Context: an optimization exercise on an open-source flow, tuned for small area and a short achievable clock period. The choices shown serve that exercise and are no tape-out recipe. Only simulation tests tie the RTL to the original design; equivalence was not proved. Power and IR drop assume default switching activity.

===== design/flow/design.v =====
module hammingDistance (
    input  [31:0] vector,
    input  [31:0] address,
    output        hit
);
wire [31:0] x = vector ^ address;
function [4:0] merge5;
    input [4:0] a;
    input [4:0] b;
    begin
        merge5[0] = a[0] | b[0];
        merge5[1] = a[1] | b[1] | (a[0] & b[0]);
        merge5[2] = a[2] | b[2] | (a[1] & b[0]) | (a[0] & b[1]);
        merge5[3] = a[3] | b[3] | (a[2] & b[0]) | (a[1] & b[1]) | (a[0] & b[2]);
        merge5[4] = a[4] | b[4] | (a[3] & b[0]) | (a[2] & b[1]) | (a[1] & b[2]) | (a[0] & b[3]);
    end
endfunction
wire [4:0] t2  [0:15];
wire [4:0] t4  [0:7];
wire [4:0] t8  [0:3];
wire [4:0] t16 [0:1];
wire [4:0] t32;
genvar g;
generate
    for (g = 0; g < 16; g = g + 1) begin : pairs
        assign t2[g] = {3'b000, x[2*g] & x[2*g+1], x[2*g] | x[2*g+1]};
    end
    for (g = 0; g < 8; g = g + 1) begin : quads
        assign t4[g] = merge5(t2[2*g], t2[2*g+1]);
    end
    for (g = 0; g < 4; g = g + 1) begin : octets
        assign t8[g] = merge5(t4[2*g], t4[2*g+1]);
    end
    for (g = 0; g < 2; g = g + 1) begin : hexes
        assign t16[g] = merge5(t8[2*g], t8[2*g+1]);
    end
endgenerate
assign t32 = merge5(t16[0], t16[1]);
assign hit = ~t32[4];
endmodule
module memCell (
    input              clk,
    input              write,
    input      [31:0]  newAn,
    input      [159:0] newU,
    output reg [31:0]  softAddrN,   
    output     [159:0] cnt,
    output     [31:0]  nonNeg,      
    output             allStrong    
);
reg  [4:0]  u [0:31];
wire [31:0] isStrong;
genvar b;
generate
    for (b = 0; b < 32; b = b + 1) begin : bits
        always @(posedge clk) begin
            if (write) begin
                softAddrN[b] <= newAn[b];
                u[b]         <= newU[5*b +: 5];
            end
        end
        assign cnt[5*b +: 5] = u[b];
        assign isStrong[b] = u[b][4] | u[b][3];
        assign nonNeg[b]   = softAddrN[b] ^ (u[b][4] | u[b][3] | u[b][2]);
    end
endgenerate
assign allStrong = &isStrong;
endmodule
module counterUpdate (
    input        addr,
    input        an,
    input  [4:0] u,
    output       newAn,
    output [4:0] newU
);
wire [5:0] o;
  wire _00_;
  wire _01_;
  wire _02_;
  wire _03_;
  wire _04_;
  wire _05_;
  wire _06_;
  wire _07_;
  wire _08_;
  wire _09_;
  wire _10_;
  wire _11_;
  wire _12_;
  wire _13_;
  wire _14_;
  wire _15_;
  wire _16_;
  wire _17_;
  wire _18_;
  wire _19_;
  wire _20_;
  wire _21_;
  wire _22_;
  wire _23_;
  wire _24_;
  wire _25_;
  wire _26_;
  wire _27_;
  wire _28_;
  wire _29_;
  assign _00_ = (~(u[4])&~(u[3]));
  assign _01_ = (~(an)&~(addr));
  assign _02_ = (~(an)) | (~(addr));
  assign _03_ = (~(_02_));
  assign _04_ = (~(_01_)&~(_03_));
  assign _05_ = (~(u[4])) | (~(u[2])) | (~(u[3]));
  assign _06_ = (~(_04_)) | (~(u[1])) | (~(_05_));
  assign _07_ = (~(_05_)) | (~(u[1]));
  assign _08_ = (~(_01_)&~(_03_)) | (~(_07_));
  assign _09_ = (~(_06_)) | (~(_08_));
  assign _10_ = (~(_00_)) | (~(u[1])) | (~(u[2])) | (~(an));
  assign _11_ = (~(u[1])&~(u[2]));
  assign _12_ = (~(_00_)) | (~(_11_));
  assign _13_ = ((u[0])) | (~(_10_)) | (~(_12_));
  assign _14_ = (~(_09_)) | (~(_13_));
  assign _15_ = (~(_14_));
  assign _16_ = (~(_15_)) | (~(u[2])) | (~(_08_));
  assign _17_ = (~(u[4]));
  assign _18_ = (~(u[1])&~(u[2])&~(_04_));
  assign _19_ = (~(u[0])&~(_12_));
  assign _20_ = (~(an));
  assign _21_ = (~(_19_)) | (~(_20_));
  assign _22_ = (~(addr)&~(_12_)) | (~(u[0]));
  assign _23_ = (~(_18_)) | (~(_21_)) | (~(_22_));
  assign _24_ = (~(_16_)&~(u[3])) | (~(_23_)&~(u[3]));
  assign o[4] = (~(_17_)&~(_24_)) | (~(_00_)&~(_16_));
  assign _25_ = (~(_16_)) | (~(_23_));
  assign o[3] = ((u[3])&~(_25_)) | (~(u[3])&(_25_));
  assign _26_ = ((_08_)&(u[2])) | ((_18_));
  assign _27_ = (~(_20_)&~(_26_)) | (~(_20_)&~(_14_)) | (~(_19_)&~(_26_)) | (~(_19_)&~(_14_));
  assign o[2] = (~(_14_)&~(_26_)) | (~(_27_));
  assign _28_ = (~(u[0])&~(_09_)) | (~(_05_)&~(_09_)) | (~(_10_)&~(_09_));
  assign o[1] = (~(_28_)&~(_15_));
  assign _29_ = (~(u[4])&~(u[2])&~(_02_));
  assign o[0] = (~(_13_)&~(_29_)) | ((_28_));
  assign o[5] = (~(_20_)&~(_19_)) | (~(addr)&~(_12_));
  assign out = o;
assign {newAn, newU} = o;
endmodule
`timescale 1ns / 1ps
module trainedSDM (
    input         clk,
    input         rstb,
    input  [31:0] address,
    input         valid,
    input         wnr,
    output        readValid,
    output        readSuccess,
    output [31:0] data
);
wire [7:0]   near;
wire [7:0]   hit;
wire [7:0]   allStrong;
reg  [7:0]   empty;
wire [31:0]  softAddrN [0:7];
wire [159:0] cnt       [0:7];
wire [31:0]  nonNeg    [0:7];
wire [7:0]   load;
wire [7:0]   update;
wire [7:0]   otherHit;
wire [7:0]   topEmpty;    
wire anyHit  = |hit;
wire multHit = |(hit & otherHit);
reg [31:0]  selAn;
reg [159:0] selU;
integer j;
always @* begin
    selAn = 32'd0;
    selU  = 160'd0;
    for (j = 0; j < 8; j = j + 1) begin
        selAn = selAn | (softAddrN[j] & {32{hit[j]}});
        selU  = selU  | (cnt[j] & {160{hit[j]}});
    end
end
wire [31:0]  newAn;
wire [159:0] newU;
genvar i;
generate
    for (i = 0; i < 32; i = i + 1) begin : upd
        counterUpdate cu (
            .addr(address[i]),
            .an(selAn[i]),
            .u(selU[5*i +: 5]),
            .newAn(newAn[i]),
            .newU(newU[5*i +: 5])
        );
    end
    for (i = 0; i < 8; i = i + 1) begin : loc
        hammingDistance hd (
            .vector(~address),
            .address(softAddrN[i]),
            .hit(near[i])
        );
        memCell mc (
            .clk(clk),
            .write(load[i] | update[i]),
            .newAn(newAn),
            .newU(newU),
            .softAddrN(softAddrN[i]),
            .cnt(cnt[i]),
            .nonNeg(nonNeg[i]),
            .allStrong(allStrong[i])
        );
        assign hit[i]      = near[i] & ~empty[i];
        assign otherHit[i] = |(hit & ~(8'd1 << i));
        if (i == 7) begin : top
            assign topEmpty[i] = empty[i];
        end
        else begin : lower
            assign topEmpty[i] = empty[i] & ~|empty[7:i+1];
        end
        assign load[i]   = valid & ~anyHit & topEmpty[i];
        assign update[i] = valid & wnr & hit[i] & ~otherHit[i];
        always @(posedge clk or negedge rstb) begin
            if (~rstb)
                empty[i] <= 1'b1;
            else if (load[i])
                empty[i] <= 1'b0;
            else if (valid & wnr & hit[i] & otherHit[i] & ~allStrong[i])
                empty[i] <= 1'b1;
        end
    end
endgenerate
assign readValid   = valid;
assign readSuccess = valid & anyHit & ~multHit & |(allStrong & ~empty);
genvar b;
generate
    for (b = 0; b < 32; b = b + 1) begin : dbits
        assign data[b] = valid & |{hit[7] & nonNeg[7][b], hit[6] & nonNeg[6][b],
                                   hit[5] & nonNeg[5][b], hit[4] & nonNeg[4][b],
                                   hit[3] & nonNeg[3][b], hit[2] & nonNeg[2][b],
                                   hit[1] & nonNeg[1][b], hit[0] & nonNeg[0][b]};
    end
endgenerate
endmodule

===== design/flow/run.sh =====
#!/bin/bash
# synth_recipe.tcl (not shown) runs the flow's synth.tcl, then flattens the netlist and writes it again
# the make line also repeats each setting of config.mk as NAME=value (left out here)
make -C /OpenROAD-flow-scripts/flow DESIGN_CONFIG=/design/flow/config.mk WORK_HOME=/design/flow/orfs CLKGATE_MAP_FILE= SYNTH_SCRIPT=/design/flow/synth_recipe.tcl finish

===== design/flow/config.mk =====
export PLATFORM = sky130hd
export DESIGN_NAME = trainedSDM
export DESIGN_NICKNAME = trainedSDM
export VERILOG_FILES = /design/flow/design.v
export SDC_FILE = /design/flow/constraint.sdc
export NUM_CORES = 8
export LEC_CHECK = 0
export CAP_MARGIN = 20
export CORE_MARGIN = 2
export CORE_UTILIZATION = 55
export SETUP_SLACK_MARGIN = 5
export SLEW_MARGIN = 20
export TNS_END_PERCENT = 5

===== design/flow/constraint.sdc =====
create_clock -name core_clock -period 13.0 [get_ports {clk}]
set_input_delay 2.6000 -clock core_clock [delete_from_list [all_inputs] [get_ports {clk}]]
set_output_delay 2.6000 -clock core_clock [all_outputs]
set_load 0.01 [all_outputs]

==> results of run 1 <==
-- layout by cell type (no fill, tap or decap), drive strengths merged, types with 26 or more instances in the layout --
| cell | netlist | layout |
|---|---|---|
| o31ai | 37 | 37 |
| o22ai | 235 | 235 |
| nand3 | 140 | 140 |
| a31oi | 37 | 37 |
| nor2 | 315 | 315 |
| clkinv | 0 | 67 |
| xnor2 | 407 | 407 |
| a41oi | 39 | 39 |
| nor4 | 112 | 112 |
| a22oi | 253 | 253 |
| or3 | 39 | 39 |
| inv | 112 | 122 |
| o211ai | 61 | 61 |
| and3 | 167 | 167 |
| bufbuf | 0 | 49 |
| a21oi | 159 | 159 |
| or2 | 52 | 52 |
| nand2 | 417 | 417 |
| buf | 219 | 536 |
| nor3 | 381 | 381 |
| and2 | 50 | 50 |
| a211oi | 79 | 79 |
| clkbuf | 153 | 207 |
| nand4 | 95 | 95 |
| a21o | 30 | 30 |
| or4 | 26 | 26 |
| a222oi | 443 | 443 |
| a21boi | 36 | 36 |
| edfxtp | 1536 | 1536 |
| o21ai | 292 | 292 |
| ha | 32 | 32 |
| xor2 | 173 | 173 |
| a221oi | 43 | 43 |
-- where the power goes --
part           total [mW]  internal [mW]  switching [mW]  leakage [nW]
Sequential           5.43           5.43   0.00000000310          13.3
Combinational       0.657          0.221           0.436          14.5
Clock                4.74           2.68            2.06          2.59
Total                10.8           8.33            2.49          30.5
-- state kept, by name (all words and copies together) (netlist names) --
register and cells:
loc.mc.u 1280, loc.mc.softAddrN 256, empty 8
-- routing by layer --
layer / vias up / track usage / routed length, µm
li1: 27661 / - / -
met1: 33981 / 0.6234 / 121400
met2: 6767 / 0.6685 / 148500
met3: 1510 / 0.1586 / 60670
met4: 18 / 0.3298 / 32380
met5: - / 0 / 253
-- worst max-delay path by stage --
stage / depth (start not counted) / to / start / slack, ps
2_1_floorplan: 19 / loc[7].mc.softAddrN[0]$_DFFE_PP_ / address[1] / 3690
3_3_place_gp: 13 / data[8] / address[11] / 1070
3_5_place_dp: 14 / data[8] / address[25] / 1350
4_1_cts: 21 / readSuccess / address[6] / 3980
5_1_grt: 21 / readSuccess / address[0] / 3820
6_report: 22 / readSuccess / address[29] / 3870
-- worst reg2reg max path, cell delays in order, from the launching register on --
cell	delay, ps
edfxtp_1	480
xnor2_2	620
a22oi_2	240
buf_4	200
nor4_1	540
a2111oi_4	110
nand4b_1	170
nor4_2	70
nand4_1	170
nor3_4	70
buf_12	160
buf_4	180
buf_4	160
bufbuf_16	310
or4_4	550
nor3_2	160
nand4_1	340
nor4_1	700
nand2_1	280
nand2_8	630
buf_4	780
-- metrics by stage --
| stage | hold WS, ps | instance area (µm²) | setup slack, ps | total power [mW] |
|---|---|---|---|---|
| after global placement | 539.2 | 82450 | 1071 | 6.012 |
| after detailed placement | 537.6 | 82460 | 1351 | 6.015 |
| after CTS | 547.0 | 95810 | 3978 | 10.75 |
| after global routing | 592.4 | 98000 | 3816 | 11.02 |
| after floorplan | 462.1 | 80220 | 3692 | 5.841 |
| final | 549.0 | 98030 | 3865 | 10.82 |
-- what timing repair did --
item | in CTS | in global routing
gates cloned | 58 | 11
hold buffers | 0 | 0
endpoints found under the setup margin | 3022 | 1211
setup buffers | 245 | 95
gates resized for setup | 979 | 189
endpoints found under the hold margin | 0 | 0
pin swaps | 131 | 143
-- cells by family after synthesis --
| kind of cell | count (synthesis) | share of synthesized area |
|---|---|---|
| compound gates | 1986 | 0.1905 |
| xor+xnor | 580 | 0.06499 |
| fa+ha+maj | 40 | 0.006070 |
| buf+inv | 484 | 0.03041 |
| flops | 1544 | 0.5854 |
| mux | 10 | 0.001359 |
| simple gates | 1890 | 0.1213 |
-- area by class of cell --
type | count | share of cell area
multi-input combinational | 4507 | 0.3608
clock inverter | 107 | 0.01215
tap | 1903 | 0.02429
sequential | 1544 | 0.4727
antenna | 10 | 0.0002553
timing repair buffer | 608 | 0.08295
inverter | 112 | 0.004327
clock buffer | 188 | 0.04257
==> results.toml, run 1 <==
[timing]
rsz0062_at_grt = "yes"
final-max-slew-violation-count = 0
maxClockFrequency_mhz = 109.5
fin_crit_sh = 0.7027
relSlewSlack = 0.1576
accumulated_negative_setup_slack_ps = 0
setup-violations-final = 0
hold_viol_final = 0
final.setup_skew_ps = 44.22
worstMarginPinSlew_ps = 1250
final.min_clock_period_ps = 9135

[yosys]
mappedNetlistNets = 6602
synth_enable_flop_cells = 1536
count_leader_synth = "edfxtp_1"
synth_area_um2 = 79150
syn_area_per_cell_um2 = 12.11
synth_sequential_area_ratio = 0.5854
synth.area.top_cells = "edfxtp_1 (58%), a222oi_1 (5.6%), xnor2_1 (4.5%)"
post_synth_num_cell_types = 102
synth_seq_cells = 1544
synth_area_leader_cell = "edfxtp_1"
yosys.area.top_type_share = 0.5827
synthFlopType = "edfxtp_1"
synthArstFlopShare = 0.005181
commonest_cells_in_the_synthesized_netlist = "edfxtp_1 (1,536), a222oi_1 (443), nand2_1 (417)"
synth.yosys.warnings = 5
post_synth_inst_count = 6534

[drt]
post_drt_via_cell_ratio = 7.789
drt-total-wl_mm = 363.2
first_pass_iters = 13
post_drt_wl_per_cell_um = 40.45
ant_nets = 0
detailedRoute.firstIterationViolations = 15078
vias = 69937
remaining_drc_errors = 0

[global_route]
grt_start_max_net_pins = 122
first_pass_grt_wire_length_mm = 486.9
first_global_vias = 62735
track_usage = 0.4758
grt_antenna_before_repair = 25
gr-total-overflow = 0

[cells_and_area]
area_growth_syn_to_layout_pct = 23.85
register_area_um2 = 46330
final-instance-count-excl-fill = 8979
final_layout_size_suffix_gt1_frac = 0.2008
final_core_util = 0.6840
fillers = 10120
multi_input_comb_area_um2 = 35370
finish.net_count = 7001

[worst_setup_path]
worstSetupPathType = "input pin to output port"
rr_endpoint = "loc[1].mc.softAddrN[15]$_DFFE_PP_"
crit_path_end_kind = "output port"
rr_startpoint = "loc[5].mc.softAddrN[23]$_DFFE_PP_"
crit_slowest_cell = "xnor2_4"
critical_path_peak_fanout = 7
r2r_cells = 20
timing.critical_path.arrival_ps = 6530
timing.critical_path.cells = "buf_12 -> buf_12 -> xnor2_4 -> buf_4 -> o22ai_2 -> nor2_1 -> a2111oi_4 -> buf_4 -> o22ai_1 -> nor3_1 -> nor2_1 -> nor3_4 -> buf_12 -> buf_4 -> nor2_2 -> nand2_2 -> maj3_1 -> nor2_1 -> nor2_1 -> nor2_1 -> o2111a_2 -> buf_6"
slowest_delay_ps = 380
r2r_slack_ps = 5700
worst_path_top_cell_family_by_delay = "simple AND/OR/NAND/NOR gates"
cp_common_cell = "nor2_1"
worst_setup_path_start_kind = "input pin"
path_buf_inv = 7
critical_path_required_ps = 10400

[die]
initial_utilization = 0.5523
design.core.area_um2 = 143300
dieWidth_um = 383.4
io_pins = 70
die_h_um = 383.4
rows = 139
dieArea_um2 = 147000

[placement]
dp_hpwl_mm = 232.9
finalWeightedCongestion = 1.080
io_buffers = 69
dpl.cell_count = 8257

[clocking]
cts_sinks = 1544
tritoncts.num_buffers = 160
clkTransAtPathRegs_ps = 60
ctsHtreeMaxLevel = 4
worst_skew_pair.late_latency_ps = 840
root_buffer = "clkbuf_16"
clock_path_buffers = 3
tritoncts = "yes"

[run_status]
run_status = "finished clean"

[pwr]
power-per-cell-area_nw_per_um2 = 110.4
peakVddDrop_uv = 147.7
cellLeakagePower_nw = 30.45

[worst_hold_path]
min_delay_worst_endpoint = "empty[2]$_DFFE_PN1P_"
hold_path_depth = 2
hp-class = "flip-flop to flip-flop"
timing.hold.worst.start = "empty[2]$_DFFE_PN1P_"

[run]
drv_cap = 0
==> run 2, diff against run 1 <==
--- a/design/flow/config.mk
+++ b/design/flow/config.mk
@@ -8,6 +8,8 @@
 export CAP_MARGIN = 20
 export CORE_MARGIN = 2
 export CORE_UTILIZATION = 55
+export CTS_CLUSTER_DIAMETER = 100
+export CTS_CLUSTER_SIZE = 20
 export SETUP_SLACK_MARGIN = 5
 export SLEW_MARGIN = 20
-export TNS_END_PERCENT = 5
+export TNS_END_PERCENT = 0
==> run 2 against run 1 <==
Against the previous run: final area shrank 5.9%; sequential share of layout area grew 3.0 points; sequential power is essentially flat; critical path depth shrank 2; maximum frequency grew 0.50%; via count shrank 3.8%; flip-flop and latch count is the same; clock skew grew 3.1 ps; combinational power shrank 4.1%; critical path type unchanged; largest cell class unchanged.
==> results.toml, run 2 <==
[run_status]
run_status = "finished clean"

[timing]
worstMarginPinSlew_ps = 1348
fin_crit_sh = 0.6992
final-max-slew-violation-count = 0
hold_viol_final = 0
final.min_clock_period_ps = 9090
final.setup_skew_ps = 47.35
relSlewSlack = 0.1015
accumulated_negative_setup_slack_ps = 0
maxClockFrequency_mhz = 110.0
rsz0062_at_grt = "yes"
setup-violations-final = 0
hold_worst_slack_ps = 559.1

[pwr]
design_power_total_mw = 8.922
power-per-cell-area_nw_per_um2 = 96.72
peakVddDrop_uv = 131.4
cellLeakagePower_nw = 27.59

[yosys]
synth_seq_cells = 1544
post_synth_num_cell_types = 102
count_leader_synth = "edfxtp_1"
synth_enable_flop_cells = 1536
synth_area_um2 = 79150
mappedNetlistNets = 6602
synth.yosys.warnings = 5
synth_sequential_area_ratio = 0.5854
synth.area.top_cells = "edfxtp_1 (58%), a222oi_1 (5.6%), xnor2_1 (4.5%)"
synthFlopType = "edfxtp_1"
syn_area_per_cell_um2 = 12.11
synthArstFlopShare = 0.005181
commonest_cells_in_the_synthesized_netlist = "edfxtp_1 (1,536), a222oi_1 (443), nand2_1 (417)"
post_synth_inst_count = 6534
synth_area_leader_cell = "edfxtp_1"
yosys.area.top_type_share = 0.5827

[worst_hold_path]
hp-class = "flip-flop to flip-flop"

[drt]
vias = 67260
remaining_drc_errors = 0
post_drt_wl_per_cell_um = 40.01
first_pass_iters = 11
ant_nets = 0
post_drt_via_cell_ratio = 7.815
drt-total-wl_mm = 344.4
detailedRoute.firstIterationViolations = 14775

[die]
dieArea_um2 = 147000
io_pins = 70
rows = 139
initial_utilization = 0.5523
die_h_um = 383.4
design.core.area_um2 = 143300
dieWidth_um = 383.4

[worst_setup_path]
worst_setup_path_start_kind = "input pin"
timing.critical_path.arrival_ps = 6490
critical_path_required_ps = 10400
crit_path_end_kind = "output port"
worstSetupPathType = "input pin to output port"
critical_path_peak_fanout = 7
r2r_slack_ps = 6010

[cells_and_area]
largest_reg_flops = 1280
fillers = 10640
final_layout_size_suffix_gt1_frac = 0.1544
most_used_cells_in_the_layout_excluding_fill_and_tap_cells = "edfxtp_1 (1,536), a222oi_1 (443), nand2_1 (403)"
top_regs = "loc.mc.u (1280), loc.mc.softAddrN (256), empty (8)"
multi_input_comb_area_um2 = 35030
finish.net_count = 6742
register_area_um2 = 46330
registers.top_by_ff_count = "loc.mc.u"
mostFrequentLayoutCell = "edfxtp_1"
area_growth_syn_to_layout_pct = 16.54
final_core_util = 0.6437
post-route-cell-area_um2 = 92240

[clocking]
root_buffer = "clkbuf_16"
tritoncts = "yes"
tritoncts.num_buffers = 88
cts_sinks = 1544
clkTransAtPathRegs_ps = 90
ctsHtreeMaxLevel = 3
clock_path_buffers = 3
worst_skew_pair.late_latency_ps = 770

[placement]
io_buffers = 69
finalWeightedCongestion = 1.132
dp_hpwl_mm = 232.1
postPlaceCellArea_um2 = 82420

[global_route]
first_global_vias = 60111
first_pass_grt_wire_length_mm = 466.6
grt_antenna_before_repair = 40
gr-total-overflow = 0
grt_start_max_net_pins = 123
track_usage = 0.4555

[run]
drv_cap = 0
==> run 2: area by class of cell <==
class                           instances  area share
Antenna cell                           15   0.0004069
Clock buffer                           95     0.02439
Tap cell                             1903     0.02581
Timing Repair Buffer                  421     0.06078
Clock inverter                         10    0.001953
Sequential cell                      1544      0.5023
Multi-Input combinational cell       4507      0.3797
Inverter                              112    0.004612
==> run 2: worst paths after layout <==
kind / start / end / cells after the start
min: empty[2]$_DFFE_PN1P_ / empty[2]$_DFFE_PN1P_ / 2
min in group asynchronous: rstb / empty[5]$_DFFE_PN1P_ / 1
max reg2reg: loc[5].mc.softAddrN[13]$_DFFE_PP_ / loc[0].mc.softAddrN[17]$_DFFE_PP_ / 18
max in group asynchronous: rstb / empty[1]$_DFFE_PN1P_ / 1
max: address[30] / readSuccess / 20
min reg2reg: empty[2]$_DFFE_PN1P_ / empty[2]$_DFFE_PN1P_ / 2
==> run 2: worst max-delay path: stages <==
cell and delay [ps]:
buf_6 120, buf_12 150, buf_12 130, xor2_4 290, nand4_1 270, a22oi_1 300
nand4_1 130, nor4_1 410, o2111ai_2 220, nor2_4 150, and3b_4 360, buf_4 190
or4_4 160, xor2_1 160, a21oi_1 100, nor2_1 110, a31oi_1 50, o21ai_1 120
o2111a_2 310, buf_6 140
==> run 2: cell families (layout without fill, tap and decap cells) <==
family	after synthesis	in the layout	share of synthesized area
buffers and inverters	484	638	0.03041
AO/OA/AOI/OAI	1986	1986	0.1905
AND/OR/NAND/NOR	1890	1891	0.1213
multiplexers	10	10	0.001359
XOR/XNOR	580	580	0.06499
other	0	15	0
flip-flops	1544	1544	0.5854
adder cells (fa/ha/maj)	40	40	0.006070
==> run 2: per-layer routing <==
metal  track usage  share of wire  vias to the layer above
met5      0.007472         0.0012                        -
met2        0.6408           0.41                     6013
met3        0.1448           0.16                     1163
met4        0.3200          0.087                       40
li1              -              -                    27028
met1        0.5984           0.34                    33016
==> run 2: stage by stage <==
stage	setup WS, ps	instances
after floorplan	3692	6534
after global placement	1148	8252
after detailed placement	1417	8255
after CTS	3987	8530
after global routing	3811	8593
final	3910	8607
==> run 2: timing repair <==
action / CTS / global route
buffers inserted: 132 / 53
hold buffers: 0 / 0
resized for setup: 758 / 210
endpoints found under the setup margin: 2866 / 597
pin swaps: 96 / 90
cloned: 38 / 2
==> run 2: power by group <==
| group | switching (mW) | internal [mW] |
|---|---|---|
| Sequential | 0.00000000292 | 5.42 |
| Clock | 1.62 | 1.25 |
| Combinational | 0.420 | 0.210 |

==> what the ideal ports hide <==
The flow's constraints put no driver on any port. The routed layouts listed below were extracted and timed again, unchanged, in two steps.
Step 1 assumes that a clkbuf_16 drives the clock port and a buf_2 every other input.
Step 2, shift: input delay + t, output delay - t, t = (earliest + latest rising clock arrival at the registers) / 2. This alone moves slack from input paths to output paths.
Slacks: no drivers / after step 1 / after step 2; pairs: no drivers / after step 1.
run | t (ns) | slack for setup (ns) | hold slack, ns | pins driven straight from the clock port
run 1 | 0.899 | 3.865 / 3.818 / 3.359 | 0.549 / 0.549 / 0.549 | 1
run 2 | 0.832 | 3.910 / 3.816 / 3.708 | 0.559 / 0.559 / 0.559 | 1
After both steps setup and hold are still met in every run listed. For run 1, which loses most, drivers alone change the setup slack by -0.047 ns; drivers and shift together by -0.506 ns.
